From an optimization exercise on the open Yosys and OpenROAD flow, aimed at small area and a short achievable clock period; shortcuts taken in it are not production practice.
Where RTL was checked, it was by simulation tests only, not by an equivalence proof against the original.

// DCT
module DCT(clk,rst_n,ena,done,
  data_in0,data_in1,data_in2,data_in3,data_in4,data_in5,data_in6,data_in7,
  data_out0,data_out1,data_out2,data_out3,data_out4,data_out5,data_out6,data_out7);
Size: ~2300 cells after synthesis, roughly 600 flip-flops, roughly 230 I/O pins, about 0.029 sq mm of cells after synthesis.
Settings: LEC_CHECK=0, CAP_MARGIN=20, CORE_MARGIN=2, CORE_UTILIZATION=40, SETUP_SLACK_MARGIN=1.5, SLEW_MARGIN=20, SYNTH_HIERARCHICAL=1, SYNTH_MINIMUM_KEEP_SIZE=0; clock period 4.5 ns.
standard.sh (not shown) runs the stock make flow with config.mk's settings and CLKGATE_MAP_FILE= SYNTH_SCRIPT=/design/flow/synth_recipe.tcl, a recipe that flattens the netlist after the stock synthesis.
==> flow/flow/run.sh <==
#!/bin/bash
# The standard layout, with plain buf_1 cells as the input/output port buffers
# (the standard flow picks a larger delay-buffer cell for them).
set -euo pipefail
export BUFFER_PORTS_ARGS="-buffer_cell sky130_fd_sc_hd__buf_1"
bash standard.sh > standard.log 2>&1
The starting point completed without violations.
Next try:
==> flow/run.sh (new file) <==
#!/bin/bash
# synth_recipe.tcl (not shown) runs the flow's synth.tcl, then flattens the netlist and writes it again
# the make line also repeats each setting of config.mk as NAME=value (left out here)
make -C /OpenROAD-flow-scripts/flow DESIGN_CONFIG=/design/flow/config.mk WORK_HOME=/design/flow/orfs CLKGATE_MAP_FILE= SYNTH_SCRIPT=/design/flow/synth_recipe.tcl finish
- CTS_BUF_LIST: default -> sky130_fd_sc_hd__clkbuf_8
removed: flow/flow/run.sh
removed: flow/standard.sh
Effect:
- cell count grows by 1.7%
- setup slack is worse by 0.062 ns
- global-route usage grows by 0.23 points
- routed wire length is higher by 1.6%
Next try:
- CTS_BUF_LIST: sky130_fd_sc_hd__clkbuf_8 -> default
- SETUP_SLACK_MARGIN: 1.5 -> 1.0
=>
- worst setup slack is worse by 0.20 ns

========
DCT, a different RTL version from the one above (not shown whole).
For scale: about 2200 cells after synthesis, roughly 230 I/O pins, roughly 27000 um^2 of cells after synthesis.
==> flow/config.mk <==
export PLATFORM = sky130hd
export DESIGN_NAME = DCT
export DESIGN_NICKNAME = DCT
export VERILOG_FILES = /design/flow/design.v
export SDC_FILE = /design/flow/constraint.sdc
export NUM_CORES = 4
export LEC_CHECK = 0
export CAP_MARGIN = 20
export CORE_MARGIN = 2
export CORE_UTILIZATION = 40
export SETUP_SLACK_MARGIN = 1.5
export SLEW_MARGIN = 20
export SYNTH_HIERARCHICAL = 1
export SYNTH_MINIMUM_KEEP_SIZE = 0
==> flow/constraint.sdc <==
create_clock -name core_clock -period 4.5 [get_ports {clk}]
set_input_delay 0.9000 -clock core_clock [delete_from_list [all_inputs] [get_ports {clk}]]
set_output_delay 0.9000 -clock core_clock [all_outputs]
set_load 0.01 [all_outputs]
==> flow/flow/run.sh <==
#!/bin/bash
# The standard layout, with plain buf_1 cells as the input/output port buffers
# (the standard flow picks a larger delay-buffer cell for them).
set -euo pipefail
export BUFFER_PORTS_ARGS="-buffer_cell sky130_fd_sc_hd__buf_1"
bash standard.sh > standard.log 2>&1
The starting point passed the timing, DRC and antenna checks.
Then changed:
SETUP_SLACK_MARGIN = 2.0   (was 1.5)
Effect: Count of clock-buffer cells in the layout came out lower by 2; via count increases by 2.9%.
Then changed:
==> flow/run.sh (new file) <==
#!/bin/bash
# synth_recipe.tcl (not shown) runs the flow's synth.tcl, then flattens the netlist and writes it again
# the make line also repeats each setting of config.mk as NAME=value (left out here)
make -C /OpenROAD-flow-scripts/flow DESIGN_CONFIG=/design/flow/config.mk WORK_HOME=/design/flow/orfs CLKGATE_MAP_FILE= SYNTH_SCRIPT=/design/flow/synth_recipe.tcl finish
SETUP_SLACK_MARGIN = 1.0   (was 2.0)
removed: flow/flow/run.sh
removed: flow/standard.sh
=> The new run finished with timing, DRC and antenna clean. Global-route usage falls by 0.68 points.

========
DCT, a different RTL version from the one above (not shown whole).
For scale: ~2100 cells after synthesis, roughly 25000 um^2 of cells after synthesis.
==> flow/config.mk <==
export PLATFORM = sky130hd
export DESIGN_NAME = DCT
export DESIGN_NICKNAME = DCT
export VERILOG_FILES = /design/flow/design.v
export SDC_FILE = /design/flow/constraint.sdc
export NUM_CORES = 4
export LEC_CHECK = 0
export CAP_MARGIN = 20
export CORE_MARGIN = 2
export CORE_UTILIZATION = 40
export CTS_CLUSTER_DIAMETER = 70
export CTS_CLUSTER_SIZE = 30
export SETUP_SLACK_MARGIN = 1.75
export SLEW_MARGIN = 20
export SYNTH_HIERARCHICAL = 1
export SYNTH_MINIMUM_KEEP_SIZE = 0
export TNS_END_PERCENT = 20
==> flow/constraint.sdc <==
create_clock -name core_clock -period 4.5 [get_ports {clk}]
set_input_delay 0.9000 -clock core_clock [delete_from_list [all_inputs] [get_ports {clk}]]
set_output_delay 0.9000 -clock core_clock [all_outputs]
set_load 0.01 [all_outputs]
==> flow/flow/run.sh <==
#!/bin/bash
# The standard layout, with plain buf_1 cells as the input/output port buffers
# (the standard flow picks a larger delay-buffer cell for them).
set -euo pipefail
export BUFFER_PORTS_ARGS="-buffer_cell sky130_fd_sc_hd__buf_1"
bash standard.sh > standard.log 2>&1
The starting point finished clean.
Then changed:
- TNS_END_PERCENT: 20 -> 10
Register-to-register slack degrades by 0.09 ns.
Die area stays the same.
Worst setup slack degrades by 0.091 ns.
Cell count hardly moves.
Global-route usage stays flat.
Design area shrinks by about 0.5%.
Then changed:
- CTS_CLUSTER_DIAMETER: 70 -> 60
- CTS_CLUSTER_SIZE: 30 -> 25
- TNS_END_PERCENT: 10 -> unset
Outcome:
- final cell count climbs by 1.4%
- first-iteration DRC count went up by 8.0%
- fmax went up by 2.7%
- core utilization climbs by 1.1 points
- worst setup slack gets better by 0.076 ns
- design area went up by 2.6%
- register-to-register slack gains 0.08 ns
- via count climbs by 0.77%
- global-route usage came out higher by 0.13 points
- non-clock buffer count goes up by 34
Then changed:
- CTS_CLUSTER_DIAMETER: 60 -> 70
- CTS_CLUSTER_SIZE: 25 -> 30
- SETUP_SLACK_MARGIN: 1.75 -> 1.9
Effect: Hold slack loses 0.072 ns; wire length is higher by a few percent; worst setup slack loses 0.0045 ns; count of clock-buffer cells in the layout is lower by 6; clock skew is higher by 0.013 ns; first-iteration DRC count is lower by roughly a tenth.
Then changed:
- SETUP_SLACK_MARGIN: 1.9 -> 2.0
- TNS_END_PERCENT: unset -> 30
Design area fell by about 0.9%. Clock-buffer cell count rose by 3. Utilization fell by 0.40 points. Via count fell by about 0.7%. Sequential cell count is unchanged. Non-clock buffer count fell by 17.

========
## wip/cedar
Another version of the RTL of DCT (not shown whole).
Size: ~2,100 cells after synthesis, ~440 flip-flops, roughly 0.026 mm² of cells after synthesis.
// DCT
module DCT(clk,rst_n,ena,done,
  data_in0,data_in1,data_in2,data_in3,data_in4,data_in5,data_in6,data_in7,
  data_out0,data_out1,data_out2,data_out3,data_out4,data_out5,data_out6,data_out7);
input clk,rst_n,ena;
input signed [8:0] data_in0,data_in1,data_in2,data_in3,data_in4,data_in5,data_in6,data_in7;
output signed [18:0] data_out0,data_out1,data_out2,data_out3,data_out4,data_out5,data_out6,data_out7;
output done;
reg [2:0] vld;
always @(posedge clk or negedge rst_n)
  if (!rst_n) vld <= 0;
  else vld <= {vld[1:0], ena};
assign done = vld[2];
wire [8:0] x0 = data_in0, x1 = data_in1, x2 = data_in2, x3 = data_in3;
wire [8:0] x4 = data_in4, x5 = data_in5, x6 = data_in6, x7 = data_in7;
wire s1, c2;
dct_fa us1 (.a(x0[0]), .b(x7[0]), .c(x3[0]), .s(s1), .co(c2));
wire s3, c4;
dct_fa us3 (.a(x0[1]), .b(x7[1]), .c(x3[1]), .s(s3), .co(c4));
wire s5, c6;
dct_fa us5 (.a(x0[2]), .b(x7[2]), .c(x3[2]), .s(s5), .co(c6));
wire s7, c8;
dct_fa us7 (.a(x0[3]), .b(x7[3]), .c(x3[3]), .s(s7), .co(c8));
wire s9, c10;
dct_fa us9 (.a(x0[4]), .b(x7[4]), .c(x3[4]), .s(s9), .co(c10));
wire s11, c12;
dct_fa us11 (.a(x0[5]), .b(x7[5]), .c(x3[5]), .s(s11), .co(c12));
wire s13, c14;
dct_fa us13 (.a(x0[6]), .b(x7[6]), .c(x3[6]), .s(s13), .co(c14));
wire s15, c16;
dct_fa us15 (.a(x0[7]), .b(x7[7]), .c(x3[7]), .s(s15), .co(c16));
wire s17, c18;
dct_fa us17 (.a(x0[8]), .b(x7[8]), .c(x3[8]), .s(s17), .co(c18));
wire s19, c20;
dct_fa us19 (.a(x4[1]), .b(c2), .c(s3), .s(s19), .co(c20));
wire s21, c22;
dct_fa us21 (.a(x4[2]), .b(c4), .c(s5), .s(s21), .co(c22));
wire s23, c24;
dct_fa us23 (.a(x4[3]), .b(c6), .c(s7), .s(s23), .co(c24));
wire s25, c26;
  ...
Settings: LEC_CHECK=0, ABC_CLOCK_PERIOD_IN_PS=2500, CAP_MARGIN=20, CORE_MARGIN=2, CORE_UTILIZATION=40, SETUP_SLACK_MARGIN=1.5, SLEW_MARGIN=20, SYNTH_HIERARCHICAL=1, SYNTH_MINIMUM_KEEP_SIZE=0; clock period 4.5 ns.
Scripts as last shown in full above: flow/flow/run.sh
--- input diff wip/cedar..wip/maple ---
--- a/flow/config.mk
+++ b/flow/config.mk
@@ -7,3 +7,2 @@
 export LEC_CHECK = 0
-export ABC_CLOCK_PERIOD_IN_PS = 2500
 export CAP_MARGIN = 20
### Flow results
Reported for wip/cedar and wip/maple, top-level port count turned out identical to the last digit. Comparing wip/cedar against wip/maple, there is no change at all in final setup TNS. From wip/cedar to wip/maple, number of cells traversed by the worst register-to-register path did not move at all. Detailed route wirelength on metal2 across wip/cedar and wip/maple: no real change. Comparing wip/cedar against wip/maple, there is no change at all in non-filler instance count after layout. Looking at wip/cedar and wip/maple, the worst hold slack is a wash.
No run of this note included a check of the RTL's function; only the layout flow was run.

-- port drivers added, routing unchanged --
In the flow no input, the clock included, has a driving cell. The finished layouts below were timed again as built, in two steps.
Step 1, drivers: a clkbuf_16 drives clk and a buf_2 each remaining input, both assumed.
Step 2 times the ports against the registers' clock, not the clock port: input delays grow and output delays shrink by t, the midpoint of the rising clock arrivals with the driver on.
Slacks: ideal ports / drivers / drivers and shift; pairs: ideal ports / drivers.
run | shift t [ns] | setup slack, ns | worst register clock-pin slew, ns | cell pins on the clock port's net
the first run of note 1 | 0.666 | 1.447 / 1.447 / 1.447 | 0.06 / 0.06 | 1
the second run of note 1 | 0.765 | 1.386 / 1.386 / 1.386 | 0.07 / 0.07 | 1
the third run of note 1 | 0.655 | 1.189 / 1.189 / 1.189 | 0.06 / 0.06 | 1
the first run of note 2 | 0.644 | 1.489 / 1.488 / 0.844 | 0.06 / 0.06 | 1
the second run of note 2 | 0.641 | 1.476 / 1.495 / 0.853 | 0.06 / 0.06 | 1
the third run of note 2 | 0.639 | 1.060 / 1.085 / 0.446 | 0.06 / 0.06 | 1
the first run of note 3 | 0.651 | 1.702 / 1.702 / 1.607 | 0.09 / 0.09 | 1
the second run of note 3 | 0.652 | 1.611 / 1.611 / 1.611 | 0.09 / 0.09 | 1
the third run of note 3 | 0.611 | 1.686 / 1.686 / 1.572 | 0.08 / 0.08 | 1
the fourth run of note 3 | 0.669 | 1.682 / 1.682 / 1.576 | 0.09 / 0.09 | 1
the fifth run of note 3 | 0.616 | 1.703 / 1.703 / 1.550 | 0.08 / 0.08 | 1
wip/cedar | 0.660 | 1.411 / 1.430 / 0.770 | 0.06 / 0.06 | 1
wip/maple | 0.660 | 1.411 / 1.430 / 0.770 | 0.06 / 0.06 | 1
After both steps every run listed still meets setup and hold. For the first run of note 2, which loses most, drivers alone change the setup slack by -0.001 ns; drivers and shift together by -0.645 ns.
